Background: an optimization exercise with open tools, aiming at small area. Do not read the settings as production practice. Where RTL was checked, it was by simulation tests only, not by an equivalence proof against the original. Power and IR drop assume default switching activity.

Design systolic, start of the top module:
module systolic
#
(
    parameter   D_W  = 8,  
    parameter   D_W_ACC = 16,  
    parameter   N   = 8,
    parameter   M   = 16
)
(
    input   wire                                        clk,
    input   wire                                        rst,
    input   wire                                        enable_row_count_A,
    output  wire    [$clog2(M)-1:0]                     pixel_cntr_A,
    output  wire    [($clog2(M/N)?$clog2(M/N):1)-1:0]   slice_cntr_A,
    output  wire    [($clog2(M/N)?$clog2(M/N):1)-1:0]   pixel_cntr_B,
    output  wire    [$clog2(M)-1:0]                     slice_cntr_B,
    output  wire    [$clog2((M*M)/N)-1:0]               rd_addr_A,
    output  wire    [$clog2((M*M)/N)-1:0]               rd_addr_B,
    input   wire    [N*D_W-1:0]                         A,  
    input   wire    [N*D_W-1:0]                         B,  
    output  wire    [N*N*D_W_ACC-1:0]                   D,  
    output  wire    [N*N-1:0]                           valid_D  
);
==> flow/config.mk <==
export PLATFORM = sky130hd
export DESIGN_NAME = systolic
export DESIGN_NICKNAME = systolic
export VERILOG_FILES = /design/flow/design.v
export SDC_FILE = /design/flow/constraint.sdc
export NUM_CORES = 4
export LEC_CHECK = 0
export CAP_MARGIN = 20
export CORE_MARGIN = 2
export CORE_UTILIZATION = 40
export CTS_BUF_LIST = sky130_fd_sc_hd__clkbuf_8
export CTS_CLUSTER_SIZE = 20
export GPL_TIMING_DRIVEN = 0
export SLEW_MARGIN = 20
export SYNTH_HIERARCHICAL = 1
export SYNTH_MINIMUM_KEEP_SIZE = 0
==> flow/constraint.sdc <==
create_clock -name core_clock -period 7.0 [get_ports {clk}]
set_input_delay 1.4000 -clock core_clock [delete_from_list [all_inputs] [get_ports {clk}]]
set_output_delay 1.4000 -clock core_clock [all_outputs]
set_load 0.01 [all_outputs]
standard.sh (not shown) runs the stock make flow with config.mk's settings and CLKGATE_MAP_FILE= SYNTH_SCRIPT=/design/flow/synth_recipe.tcl, a recipe that flattens the netlist after the stock synthesis.
==> flow/flow/run.sh <==
#!/bin/bash
# Standard layout, with the port buffers made from the smallest buffer cell
# instead of the flow's default choice.
set -e
cp standard.sh standard_sh_copy.log
cp synth_recipe.tcl synth_recipe_copy.log
cp config.mk config_mk_copy.log
export BUFFER_PORTS_ARGS="-buffer_cell sky130_fd_sc_hd__buf_1"
bash standard.sh > standard.log 2>&1
The first run went through all stages and came out clean.
==> next run, changes <==
==> flow/flow/run.sh (replaced) <==
#!/bin/bash
# Standard layout, with two changes: the port buffers are made from the
# smallest buffer cell, and the buffers synthesis leaves on the nets between
# processing elements are removed at floorplan (placement here is not
# timing-driven, which is where the standard flow would remove them).
set -e
export BUFFER_PORTS_ARGS="-buffer_cell sky130_fd_sc_hd__buf_1"
export REMOVE_ABC_BUFFERS=1
bash standard.sh > standard.log 2>&1
--- a/flow/config.mk
+++ b/flow/config.mk
@@ -10,4 +10,2 @@
 export CORE_UTILIZATION = 40
-export CTS_BUF_LIST = sky130_fd_sc_hd__clkbuf_8
-export CTS_CLUSTER_SIZE = 20
 export GPL_TIMING_DRIVEN = 0
Effect:
- The new run went through all stages and came out clean
- critical path depth went up by 1
- core utilization falls by 1.0 points
- die area stays the same
- routed wire length decreases by 7.0%
- sequential power is higher by about 4%
==> next run, changes <==
==> flow/flow/run.sh (replaced) <==
#!/bin/bash
# Standard layout (the standard.sh) with these changes:
#  - the port buffers are made from the smallest buffer cell;
#  - the buffers synthesis leaves on the nets between processing elements
#    are removed at floorplan (placement here is not timing-driven, which is
#    where the standard flow would remove them);
#  - clock tree: larger sink clusters and no dummy loads.
set -e
export BUFFER_PORTS_ARGS="-buffer_cell sky130_fd_sc_hd__buf_1"
export REMOVE_ABC_BUFFERS=1
export CTS_ARGS="-sink_clustering_enable -repair_clock_nets -sink_clustering_size 25 -sink_clustering_max_diameter 120 -dont_use_dummy_load"
bash standard.sh > standard.log 2>&1
--- a/flow/config.mk
+++ b/flow/config.mk
@@ -9,3 +9,3 @@
 export CORE_MARGIN = 2
-export CORE_UTILIZATION = 40
+export CORE_UTILIZATION = 55
 export GPL_TIMING_DRIVEN = 0
Result: Fmax shrinks by 1.4%. Clock skew rose by 17 ps. Global-route usage goes up by 7.6 points. Design area went down by 4.9%. Cell count is lower by 8.9%. Sequential power stays flat. Utilization rises by 14 points.
==> next run, changes <==
--- a/flow/config.mk
+++ b/flow/config.mk
@@ -9,3 +9,5 @@
 export CORE_MARGIN = 2
-export CORE_UTILIZATION = 55
+export CORE_UTILIZATION = 40
+export CTS_CLUSTER_DIAMETER = 120
+export CTS_CLUSTER_SIZE = 25
 export GPL_TIMING_DRIVEN = 0
Result: The changed run completed with no timing, DRC or antenna violations. Die area came out higher by 37%. Routed wire length is higher by 3.3%. Via count fell by 1.2%. Non-clock buffer count climbs by 3. Worst hold slack is worse by 55 ps. Cell area rose by 1.2%. Global-route usage fell by 7.9 points. Sequential share of layout area falls by 0.29 points. Final cell count increases by 7.7%. Clock-buffer cell count went up by 10. Clock skew rose by 46 ps.
==> next run, changes <==
==> flow/flow/run.sh (replaced) <==
#!/bin/bash
# Standard layout, with the port buffers made from the smallest buffer cell
# instead of the flow's default choice.
set -e
cp standard.sh standard_sh_copy.log
cp synth_recipe.tcl synth_recipe_copy.log
cp config.mk config_mk_copy.log
export BUFFER_PORTS_ARGS="-buffer_cell sky130_fd_sc_hd__buf_1"
bash standard.sh > standard.log 2>&1
--- a/flow/config.mk
+++ b/flow/config.mk
@@ -10,5 +10,2 @@
 export CORE_UTILIZATION = 40
-export CTS_CLUSTER_DIAMETER = 120
-export CTS_CLUSTER_SIZE = 25
-export GPL_TIMING_DRIVEN = 0
 export SLEW_MARGIN = 20
Outcome: Register-to-register slack improves by 240 ps. Non-clock buffer count rose by 293. Count of clock-buffer cells in the layout rose by 230. Via count rose by 3.6%. Fmax rose by 3.7%. Total power rose by 21%. Die area stays the same.
==> next run, changes <==
--- a/flow/config.mk
+++ b/flow/config.mk
@@ -10,2 +10,4 @@
 export CORE_UTILIZATION = 40
+export CTS_CLUSTER_DIAMETER = 120
+export CTS_CLUSTER_SIZE = 25
 export SLEW_MARGIN = 20
Effect:
- synthesized area is unchanged
- final cell count came out lower slightly
- wire length came out lower slightly
- worst setup slack gets worse by 41 ps
- count of clock-buffer cells in the layout came out lower by 222
- core utilization came out lower by 1.4 points
- final area came out lower by a few percent
- clock power came out lower by well over a third
- power came out lower by about a fifth
- worst hold slack gets better by 13 ps
- non-clock buffer count is unchanged

== exp/tundra ==
Starting RTL as in the previous note.
Settings: LEC_CHECK=0, CAP_MARGIN=20, CORE_MARGIN=2, CORE_UTILIZATION=55, GPL_ROUTABILITY_DRIVEN=0, GPL_TIMING_DRIVEN=0, SLEW_MARGIN=20, SYNTH_HIERARCHICAL=1, SYNTH_MINIMUM_KEEP_SIZE=0; clock period 7.0 ns.
==> flow/flow/run.sh <==
#!/bin/bash
# Standard layout (the standard.sh) with these changes:
#  - the port buffers are made from the smallest buffer cell;
#  - the buffers synthesis leaves on the nets between processing elements
#    are removed at floorplan (placement here is not timing-driven, which is
#    where the standard flow would remove them);
#  - clock tree: larger sink clusters and no dummy loads.
set -e
export BUFFER_PORTS_ARGS="-buffer_cell sky130_fd_sc_hd__buf_1"
export REMOVE_ABC_BUFFERS=1
export CTS_ARGS="-sink_clustering_enable -repair_clock_nets -sink_clustering_size 25 -sink_clustering_max_diameter 120 -dont_use_dummy_load"
bash standard.sh > standard.log 2>&1
exp/tundra | stages: all done | timing, DRC, antenna: all pass
### exp/tundra -> exp/delta
- CORE_UTILIZATION: 55 -> 40
- CTS_CLUSTER_SIZE: unset -> 28
- CTS_CLUSTER_DIAMETER: unset -> 130
- GPL_ROUTABILITY_DRIVEN: 0 -> unset
==> flow/flow/run.sh <==
#!/bin/bash
# Standard layout, with two changes: the port buffers are made from the
# smallest buffer cell, and the buffers synthesis leaves on the nets between
# processing elements are removed at floorplan (placement here is not
# timing-driven, which is where the standard flow would remove them).
set -e
export BUFFER_PORTS_ARGS="-buffer_cell sky130_fd_sc_hd__buf_1"
export REMOVE_ABC_BUFFERS=1
bash standard.sh > standard.log 2>&1
Of exp/tundra and exp/delta, exp/tundra shows the higher flip-flop and latch share of the layout cell area, with exp/delta below it. The sequential power share of exp/delta is lower than that of exp/tundra. exp/tundra and exp/delta ended up with roughly the same proportion of synthesized flip-flops having asynchronous set or reset. Against exp/tundra, exp/delta comes in 170 ps lower on transition at the pin with the smallest max-transition slack. From exp/tundra to exp/delta the numbers moved as follows: floorplan die area now sits higher, achievable frequency now sits higher, non-clock buffer count now sits at about the same level, width of the die now sits higher. [diff] minimum setup slack in the final design, exp/delta relative to exp/tundra: improvement. Going from exp/tundra to exp/delta, first-pass GRT wire length went up 2.0%, area growth from synthesis to layout saw an increase.

systolic, a different RTL version from the one above (not shown whole).
For scale: about 13000 cells after synthesis, about 2100 flip-flops.
## systolic
module systolic
#
(
    parameter   D_W  = 8,  
    parameter   D_W_ACC = 16,  
    parameter   N   = 8,
    parameter   M   = 16
)
(
    input   wire                                        clk,
    input   wire                                        rst,
    input   wire                                        enable_row_count_A,
    output  wire    [$clog2(M)-1:0]                     pixel_cntr_A,
    output  wire    [($clog2(M/N)?$clog2(M/N):1)-1:0]   slice_cntr_A,
    output  wire    [($clog2(M/N)?$clog2(M/N):1)-1:0]   pixel_cntr_B,
    output  wire    [$clog2(M)-1:0]                     slice_cntr_B,
    output  wire    [$clog2((M*M)/N)-1:0]               rd_addr_A,
    output  wire    [$clog2((M*M)/N)-1:0]               rd_addr_B,
    input   wire    [N*D_W-1:0]                         A,  
    input   wire    [N*D_W-1:0]                         B,  
    output  wire    [N*N*D_W_ACC-1:0]                   D,  
    output  wire    [N*N-1:0]                           valid_D  
);
==> flow/config.mk <==
export PLATFORM = sky130hd
export DESIGN_NAME = systolic
export DESIGN_NICKNAME = systolic
export VERILOG_FILES = /design/flow/design.v
export SDC_FILE = /design/flow/constraint.sdc
export NUM_CORES = 4
export LEC_CHECK = 0
export CAP_MARGIN = 20
export CORE_MARGIN = 2
export CORE_UTILIZATION = 40
export GPL_TIMING_DRIVEN = 0
export PLACE_DENSITY = 0.8
export SLEW_MARGIN = 20
export SYNTH_HIERARCHICAL = 1
export SYNTH_MINIMUM_KEEP_SIZE = 0
==> flow/constraint.sdc <==
create_clock -name core_clock -period 7.0 [get_ports {clk}]
set_input_delay 1.4000 -clock core_clock [delete_from_list [all_inputs] [get_ports {clk}]]
set_output_delay 1.4000 -clock core_clock [all_outputs]
set_load 0.01 [all_outputs]
==> flow/flow/run.sh <==
#!/bin/bash
# Standard layout (the standard.sh) with these changes:
#  - the port buffers are made from the smallest buffer cell;
#  - the buffers synthesis leaves on the nets between processing elements
#    are removed at floorplan (placement here is not timing-driven, which is
#    where the standard flow would remove them);
#  - clock tree: larger sink clusters and no dummy loads.
set -e
export BUFFER_PORTS_ARGS="-buffer_cell sky130_fd_sc_hd__buf_1"
export REMOVE_ABC_BUFFERS=1
export CTS_ARGS="-sink_clustering_enable -repair_clock_nets -sink_clustering_size 25 -sink_clustering_max_diameter 120 -dont_use_dummy_load"
bash standard.sh > standard.log 2>&1
The starting point produced a clean layout.
Edit:
--- a/flow/config.mk
+++ b/flow/config.mk
@@ -10,0 +11,2 @@
+export CTS_CLUSTER_DIAMETER = 120
+export CTS_CLUSTER_SIZE = 25
@@ -12 +13,0 @@
-export PLACE_DENSITY = 0.8
Outcome: The changed run finished with timing, DRC and antenna clean. Total power stays flat. Final area stays flat. Die area does not change.
Edit:
==> flow/flow/run.sh (replaced) <==
#!/bin/bash
# Standard layout, with the port buffers made from the smallest buffer cell
# instead of the flow's default choice.
set -e
cp standard.sh standard_sh_copy.log
cp synth_recipe.tcl synth_recipe_copy.log
cp config.mk config_mk_copy.log
export BUFFER_PORTS_ARGS="-buffer_cell sky130_fd_sc_hd__buf_1"
bash standard.sh > standard.log 2>&1
--- a/flow/config.mk
+++ b/flow/config.mk
@@ -11,3 +10,0 @@
-export CTS_CLUSTER_DIAMETER = 120
-export CTS_CLUSTER_SIZE = 25
-export GPL_TIMING_DRIVEN = 0
Result: Power goes up by 21%. Non-clock buffer count came out higher by 502. Clock-buffer cell count goes up by 224. Hold slack loses 0.046 ns. Worst setup slack gets better by 0.14 ns. Clock skew went down by 0.040 ns. Sequential share of layout area fell by 1.4 points. Core utilization climbs by 2.5 points.
No run of this note included a check of the RTL's function; only the layout flow was run.

==> static timing again, ports no longer ideal <==
No port has a modelled driver above. Below, the same layouts with a new extraction and two added sets of constraints. Step 1: set_driving_cell puts a clkbuf_16 on clk and a buf_2 on each other input, an assumption about the parent block. Step 2, shift: input delay + t, output delay - t, t = (earliest + latest rising clock arrival at the registers) / 2. This alone moves slack from input paths to output paths. Three values: ideal ports, drivers, drivers and shift; two values: the first two.
run	t, ns	slack for setup (ns)	worst setup path at the end	worst register clock-pin slew, ns	worst slew at a driven data input, ns
the first run of note 1	1.198	0.323 / 0.323 / 0.323	register to register	0.08 / 0.08	0.20
the second run of note 1	0.995	0.364 / 0.364 / 0.364	register to register	0.07 / 0.07	0.18
the third run of note 1	0.993	0.269 / 0.269 / 0.269	register to register	0.11 / 0.11	0.18
the fourth run of note 1	0.972	0.334 / 0.334 / 0.334	register to register	0.11 / 0.11	0.17
the fifth run of note 1	1.011	0.574 / 0.574 / 0.574	register to register	0.07 / 0.07	0.19
the sixth run of note 1	1.023	0.533 / 0.533 / 0.533	register to register	0.11 / 0.11	0.18
exp/tundra	0.971	0.312 / 0.312 / 0.312	register to register	0.11 / 0.11	0.17
exp/delta	0.988	0.414 / 0.414 / 0.414	register to register	0.12 / 0.12	0.17
the first run of note 3	0.951	0.114 / 0.114 / 0.114	register to register	0.11 / 0.11	0.18
the second run of note 3	1.011	0.172 / 0.172 / 0.172	register to register	0.11 / 0.11	0.09
the third run of note 3	1.009	0.311 / 0.311 / 0.311	register to register	0.07 / 0.07	0.17
After both steps setup and hold are still met in every run listed.
